From an optimization exercise on the open Yosys and OpenROAD flow, aimed at small area; shortcuts taken in it are not production practice.
The RTL was checked by simulation tests, not by an equivalence proof against the original design.
Power is estimated from default activity; no workload was simulated.

==> inputs of branch sierra <==
==> flow/design.v <==
module hvsync_generator(clk, reset, hsync, vsync, display_on, hpos, vpos);
  input clk;
  input reset;
  output hsync, vsync;
  output display_on;
  output reg [9:0] hpos;
  output reg [9:0] vpos;
  wire hmax = (hpos == 799);
  wire vmax = (vpos == 524);
  always @(posedge clk)
    if (reset || hmax)
      hpos <= 0;
    else
      hpos <= hpos + 1;
  always @(posedge clk)
    if (reset || (hmax && vmax))
      vpos <= 0;
    else
      vpos <= vpos + {9'b0, hmax};
  assign hsync = (hpos >= 657) && (hpos <= 752);
  assign vsync = (hpos == 0) ? (vpos == 491 || vpos == 492)
                             : (vpos == 490 || vpos == 491);
  assign display_on = (hpos < 640) && (vpos < 480);
endmodule
module car_bitmap(yofs, xofs, bit_out);
  input [3:0] yofs;
  input [3:0] xofs;
  output bit_out;
  reg [7:0] bits;
  always @(*)
    case (yofs)
      4'd0:  bits = 8'b0;
      4'd1:  bits = 8'b1100;
      4'd2:  bits = 8'b11001100;
      4'd3:  bits = 8'b11111100;
      4'd4:  bits = 8'b11101100;
      4'd5:  bits = 8'b11100000;
      4'd6:  bits = 8'b1100000;
      4'd7:  bits = 8'b1110000;
      4'd8:  bits = 8'b110000;
      4'd9:  bits = 8'b110000;
      4'd10: bits = 8'b110000;
      4'd11: bits = 8'b1101110;
      4'd12: bits = 8'b11101110;
      4'd13: bits = 8'b11111110;
      4'd14: bits = 8'b11101110;
      default: bits = 8'b101110;
    endcase
  assign bit_out = bits[xofs[3] ? ~xofs[2:0] : xofs[2:0]];
endmodule
module racing_game_top(clk, reset, hsync, vsync, rgb, hpaddle_left, hpaddle_right, vpaddle);
  input clk;
  input reset;
  input hpaddle_left, hpaddle_right, vpaddle;
  output hsync, vsync;
  output [2:0] rgb;
  wire [9:0] hpos;
  wire [9:0] vpos;
  wire display_on;
  hvsync_generator hvsync_gen(
    .clk(clk),
    .reset(reset),
    .hsync(hsync),
    .vsync(vsync),
    .display_on(display_on),
    .hpos(hpos),
    .vpos(vpos)
  );
  wire h_rise = (hpos == 658);
  wire v_rise = (hpos == 2) && (vpos == 490);
  wire hmax   = (hpos == 799);
  reg [1:0] psel;
  reg [8:0] paddle_y;
  reg [8:0] ex1;       
  reg [8:0] enemy_y;
  reg enemy_dir;
  reg [7:0] speed;
  reg frame_collision;
  wire [4:0] track_row = {enemy_y[7:6] - 2'd1, enemy_y[5:3]};
  wire track_offside = (hpos[9:7]==3'b000) || (hpos[9:7]==3'b100);
  wire track_shoulder = (hpos[9:4]==6'b000111) || (hpos[9:4]==6'b100000);
  wire track_gfx = (vpos[7:3]!=track_row) && track_offside;
  always @(posedge clk)
    if (reset)
      paddle_y[8] <= 0;
    else if (h_rise && !vpaddle)
      paddle_y[8] <= vpos[8];
  always @(posedge clk)
    if (h_rise && !vpaddle)
      paddle_y[7:0] <= vpos[7:0];
  wire pv = (vpos >= 361) && (vpos <= 376);
  wire ph = (psel == 2'b00) ? (hpos >= 314 && hpos <= 329) :
            (psel == 2'b01) ? (hpos >= 178 && hpos <= 193) :
                              (hpos >= 450 && hpos <= 465);
  wire [3:0] prow = vpos[3:0] + 4'd7;
  wire [3:0] pcol = hpos[3:0] + ((psel == 2'b00) ? 4'd6 : 4'd14);
  wire pbit;
  car_bitmap pcar(.yofs(prow), .xofs(pcol), .bit_out(pbit));
  wire player_gfx = pv && ph && pbit;
  reg [4:0] ecount;
  reg ewin;
  wire enemy_vstart = {1'b0,enemy_y} == vpos;
  wire enemy_hstart = {1'b0,ex1} == hpos;
  wire [3:0] ecol = hpos[3:0] - ex1[3:0] - 4'd1;
  wire ebit;
  car_bitmap ecar(.yofs(ecount[3:0]), .xofs(ecol), .bit_out(ebit));
  always @(posedge clk)
    if (reset)
      ecount <= 0;
    else if (ecount != 0) begin
      if (hmax)
        ecount <= ecount + 1;
    end else if (enemy_vstart)
      ecount <= 15;
  always @(posedge clk)
    ewin <= enemy_hstart || (ewin && ecol != 15);
  wire enemy_gfx = ecount[4] && ewin && ebit;
  wire enemy_hit_edge = (ex1 == 129) || (ex1 == 497);
  always @(posedge clk)
    if (reset) begin
      psel <= 2'b00;
      enemy_dir <= 0;
    end else if (v_rise) begin
      psel <= {!hpaddle_left && hpaddle_right, hpaddle_left};
      if (enemy_hit_edge)
        enemy_dir <= !enemy_dir;
    end
  always @(posedge clk)
    if (reset)
      enemy_y <= 320;
    else
      enemy_y <= enemy_y + {5'b0, speed[7:4] & {4{v_rise}}};
  wire ex_up = enemy_dir ^ enemy_hit_edge;
  wire [9:0] ex_t;
  assign ex_t[0] = v_rise;
  genvar gi;
  generate
    for (gi = 0; gi < 9; gi = gi + 1) begin : exs
      assign ex_t[gi+1] = ex_t[gi] & (ex1[gi] ~^ ex_up);
    end
  endgenerate
  always @(posedge clk)
    if (reset)
      ex1 <= 321;
    else
      ex1 <= ex1 ^ ex_t[8:0];
  wire speed_up = v_rise && !frame_collision && ({1'b0, speed} < ~paddle_y);
  wire [7:0] speed_inc = speed + {7'b0, speed_up};
  wire speed_top = speed_up && (speed == 255);
  always @(posedge clk)
    if (reset)
      speed <= 31;
    else if (v_rise && frame_collision)
      speed <= 16;
    else
      speed <= speed_inc | {{7{speed_top}}, 1'b0};
  always @(posedge clk)
    if (reset)
      frame_collision <= 0;
    else if (player_gfx && (enemy_gfx || track_gfx))
      frame_collision <= 1;
    else if (v_rise)
      frame_collision <= 0;
  wire r = display_on && (player_gfx || enemy_gfx || track_shoulder);
  wire g = display_on && (player_gfx || track_gfx);
  wire b = display_on && (enemy_gfx || track_shoulder);
  assign rgb = {b,g,r};
endmodule
==> flow/run.sh <==
#!/bin/bash
# synth_recipe.tcl (not shown) runs the flow's synth.tcl, then flattens the netlist and writes it again
# the make line also repeats each setting of config.mk as NAME=value (left out here)
make -C /OpenROAD-flow-scripts/flow DESIGN_CONFIG=/design/flow/config.mk WORK_HOME=/design/flow/orfs CLKGATE_MAP_FILE= SYNTH_SCRIPT=/design/flow/synth_recipe.tcl finish
==> flow/config.mk <==
export PLATFORM = sky130hd
export DESIGN_NAME = racing_game_top
export DESIGN_NICKNAME = racing_game_top
export VERILOG_FILES = /design/flow/design.v
export SDC_FILE = /design/flow/constraint.sdc
export NUM_CORES = 4
export LEC_CHECK = 0
export CAP_MARGIN = 20
export CORE_MARGIN = 2
export CORE_UTILIZATION = 40
export SLEW_MARGIN = 20
==> flow/constraint.sdc <==
create_clock -name core_clock -period 10.0 [get_ports {clk}]
set_input_delay 2.0000 -clock core_clock [delete_from_list [all_inputs] [get_ports {clk}]]
set_output_delay 2.0000 -clock core_clock [all_outputs]
set_load 0.01 [all_outputs]
==> branch willow (differences from branch sierra) <==
--- a/flow/design.v
+++ b/flow/design.v
@@ -7,6 +7,6 @@
   output reg [9:0] vpos;
-  wire hmax = (hpos == 799);
-  wire vmax = (vpos == 524);
+  wire hmaxxed = (hpos == 799) || reset;
+  wire vmaxxed = (vpos == 524) || reset;
   always @(posedge clk)
-    if (reset || hmax)
+    if (hmaxxed)
       hpos <= 0;
@@ -15,6 +15,7 @@
   always @(posedge clk)
-    if (reset || (hmax && vmax))
-      vpos <= 0;
-    else
-      vpos <= vpos + {9'b0, hmax};
+    if (hmaxxed)
+      if (vmaxxed)
+        vpos <= 0;
+      else
+        vpos <= vpos + 1;
   assign hsync = (hpos >= 657) && (hpos <= 752);
@@ -84,8 +85,5 @@
     if (reset)
-      paddle_y[8] <= 0;
+      paddle_y <= 0;
     else if (h_rise && !vpaddle)
-      paddle_y[8] <= vpos[8];
-  always @(posedge clk)
-    if (h_rise && !vpaddle)
-      paddle_y[7:0] <= vpos[7:0];
+      paddle_y <= vpos[8:0];
   wire pv = (vpos >= 361) && (vpos <= 376);
@@ -121,37 +119,20 @@
       psel <= 2'b00;
+      ex1 <= 321;
+      enemy_y <= 320;
       enemy_dir <= 0;
+      speed <= 31;
     end else if (v_rise) begin
       psel <= {!hpaddle_left && hpaddle_right, hpaddle_left};
+      enemy_y <= enemy_y + {5'b0, speed[7:4]};
       if (enemy_hit_edge)
         enemy_dir <= !enemy_dir;
+      if (enemy_dir ^ enemy_hit_edge)
+        ex1 <= ex1 + 1;
+      else
+        ex1 <= ex1 - 1;
+      if (frame_collision)
+        speed <= 16;
+      else if ({1'b0, speed} < ~paddle_y)
+        speed <= (speed == 255) ? 8'd254 : speed + 1;
     end
-  always @(posedge clk)
-    if (reset)
-      enemy_y <= 320;
-    else
-      enemy_y <= enemy_y + {5'b0, speed[7:4] & {4{v_rise}}};
-  wire ex_up = enemy_dir ^ enemy_hit_edge;
-  wire [9:0] ex_t;
-  assign ex_t[0] = v_rise;
-  genvar gi;
-  generate
-    for (gi = 0; gi < 9; gi = gi + 1) begin : exs
-      assign ex_t[gi+1] = ex_t[gi] & (ex1[gi] ~^ ex_up);
-    end
-  endgenerate
-  always @(posedge clk)
-    if (reset)
-      ex1 <= 321;
-    else
-      ex1 <= ex1 ^ ex_t[8:0];
-  wire speed_up = v_rise && !frame_collision && ({1'b0, speed} < ~paddle_y);
-  wire [7:0] speed_inc = speed + {7'b0, speed_up};
-  wire speed_top = speed_up && (speed == 255);
-  always @(posedge clk)
-    if (reset)
-      speed <= 31;
-    else if (v_rise && frame_collision)
-      speed <= 16;
-    else
-      speed <= speed_inc | {{7{speed_top}}, 1'b0};
   always @(posedge clk)
CTS_BUF_LIST = sky130_fd_sc_hd__clkbuf_2 sky130_fd_sc_hd__clkbuf_4   (was not set)
==> branch fjord (differences from branch sierra) <==
--- a/flow/design.v
+++ b/flow/design.v
@@ -7,6 +7,6 @@
   output reg [9:0] vpos;
-  wire hmax = (hpos == 799);
-  wire vmax = (vpos == 524);
+  wire hmaxxed = (hpos == 799) || reset;
+  wire vmaxxed = (vpos == 524) || reset;
   always @(posedge clk)
-    if (reset || hmax)
+    if (hmaxxed)
       hpos <= 0;
@@ -15,6 +15,7 @@
   always @(posedge clk)
-    if (reset || (hmax && vmax))
-      vpos <= 0;
-    else
-      vpos <= vpos + {9'b0, hmax};
+    if (hmaxxed)
+      if (vmaxxed)
+        vpos <= 0;
+      else
+        vpos <= vpos + 1;
   assign hsync = (hpos >= 657) && (hpos <= 752);
@@ -84,8 +85,5 @@
     if (reset)
-      paddle_y[8] <= 0;
+      paddle_y <= 0;
     else if (h_rise && !vpaddle)
-      paddle_y[8] <= vpos[8];
-  always @(posedge clk)
-    if (h_rise && !vpaddle)
-      paddle_y[7:0] <= vpos[7:0];
+      paddle_y <= vpos[8:0];
   wire pv = (vpos >= 361) && (vpos <= 376);
@@ -121,37 +119,20 @@
       psel <= 2'b00;
+      ex1 <= 321;
+      enemy_y <= 320;
       enemy_dir <= 0;
+      speed <= 31;
     end else if (v_rise) begin
       psel <= {!hpaddle_left && hpaddle_right, hpaddle_left};
+      enemy_y <= enemy_y + {5'b0, speed[7:4]};
       if (enemy_hit_edge)
         enemy_dir <= !enemy_dir;
+      if (enemy_dir ^ enemy_hit_edge)
+        ex1 <= ex1 + 1;
+      else
+        ex1 <= ex1 - 1;
+      if (frame_collision)
+        speed <= 16;
+      else if ({1'b0, speed} < ~paddle_y)
+        speed <= (speed == 255) ? 8'd254 : speed + 1;
     end
-  always @(posedge clk)
-    if (reset)
-      enemy_y <= 320;
-    else
-      enemy_y <= enemy_y + {5'b0, speed[7:4] & {4{v_rise}}};
-  wire ex_up = enemy_dir ^ enemy_hit_edge;
-  wire [9:0] ex_t;
-  assign ex_t[0] = v_rise;
-  genvar gi;
-  generate
-    for (gi = 0; gi < 9; gi = gi + 1) begin : exs
-      assign ex_t[gi+1] = ex_t[gi] & (ex1[gi] ~^ ex_up);
-    end
-  endgenerate
-  always @(posedge clk)
-    if (reset)
-      ex1 <= 321;
-    else
-      ex1 <= ex1 ^ ex_t[8:0];
-  wire speed_up = v_rise && !frame_collision && ({1'b0, speed} < ~paddle_y);
-  wire [7:0] speed_inc = speed + {7'b0, speed_up};
-  wire speed_top = speed_up && (speed == 255);
-  always @(posedge clk)
-    if (reset)
-      speed <= 31;
-    else if (v_rise && frame_collision)
-      speed <= 16;
-    else
-      speed <= speed_inc | {{7{speed_top}}, 1'b0};
   always @(posedge clk)
==> results.txt <==
- Via count, lowest first: branch sierra, branch fjord, branch willow.
- In sequential cell count, branch willow and branch fjord do not differ.
- The highest routed wire length belongs to branch fjord, the lowest to branch sierra.
- Cell count is the same in branch willow and branch fjord.
- Against branch fjord, the design area of branch willow is lower by about 3%.
==> figures <==
DRT iter0 DRCs: branch sierra 247; branch fjord 292; branch willow 273
# clk buffers: branch sierra 12; branch fjord 11; branch willow 10
Area of the multi-input gates: branch sierra 3240 sq um; branch fjord 3350 sq um; branch willow 3350 sq um
Metal-1 WL: branch sierra 5.89 mm; branch fjord 5.66 mm; branch willow 5.70 mm
Area after DPL: branch sierra 5200 sq um; branch fjord 5340 sq um; branch willow 5340 sq um
Power in sequential cells: branch sierra 293 uW; branch fjord 306 uW; branch willow 306 uW
Layout-to-synthesis area ratio: branch sierra 1.087x; branch fjord 1.091x; branch willow 1.059x
Non-clock buffer share: branch sierra 0.0234; branch fjord 0.0200; branch willow 0.0206
Multi-input combinational area share: branch sierra 0.593; branch fjord 0.593; branch willow 0.611
Run status: branch sierra complete, no violations; branch fjord complete, no violations; branch willow complete, no violations
Pin count of the biggest net entering global routing: branch sierra 26; branch fjord 39; branch willow 39
Logic gate share of total power: branch sierra 0.074; branch fjord 0.107; branch willow 0.133

==> afterwards: timing with drivers on the ports <==
Ports are ideal in the flow. The routed layouts listed here were re-timed in OpenROAD. Step 1 sets driving cells, clkbuf_16 on the clock port and buf_2 on the other inputs (assumed; they add their load-dependent delay and slew). Step 2 adds t to the input delays and takes it off the output delays; t is the mean of the earliest and latest rising clock arrival at the registers after step 1. Input paths then give back, and output paths get back, about the clock's delay inside the block. a / b / c = ideal / step 1 / step 2; a / b = the first two.
run | t, ns | slack for setup (ns) | slew at the worst register clock pin (ns) | worst slew at a driven data input, ns
branch sierra | 0.381 | 4.385 / 4.345 / 4.726 | 0.06 / 0.06 | 0.03
branch willow | 0.461 | 4.021 / 3.990 / 4.451 | 0.12 / 0.12 | 0.03
branch fjord | 0.371 | 4.152 / 4.114 / 4.486 | 0.06 / 0.06 | 0.03
After both steps setup and hold are still met in every run listed.
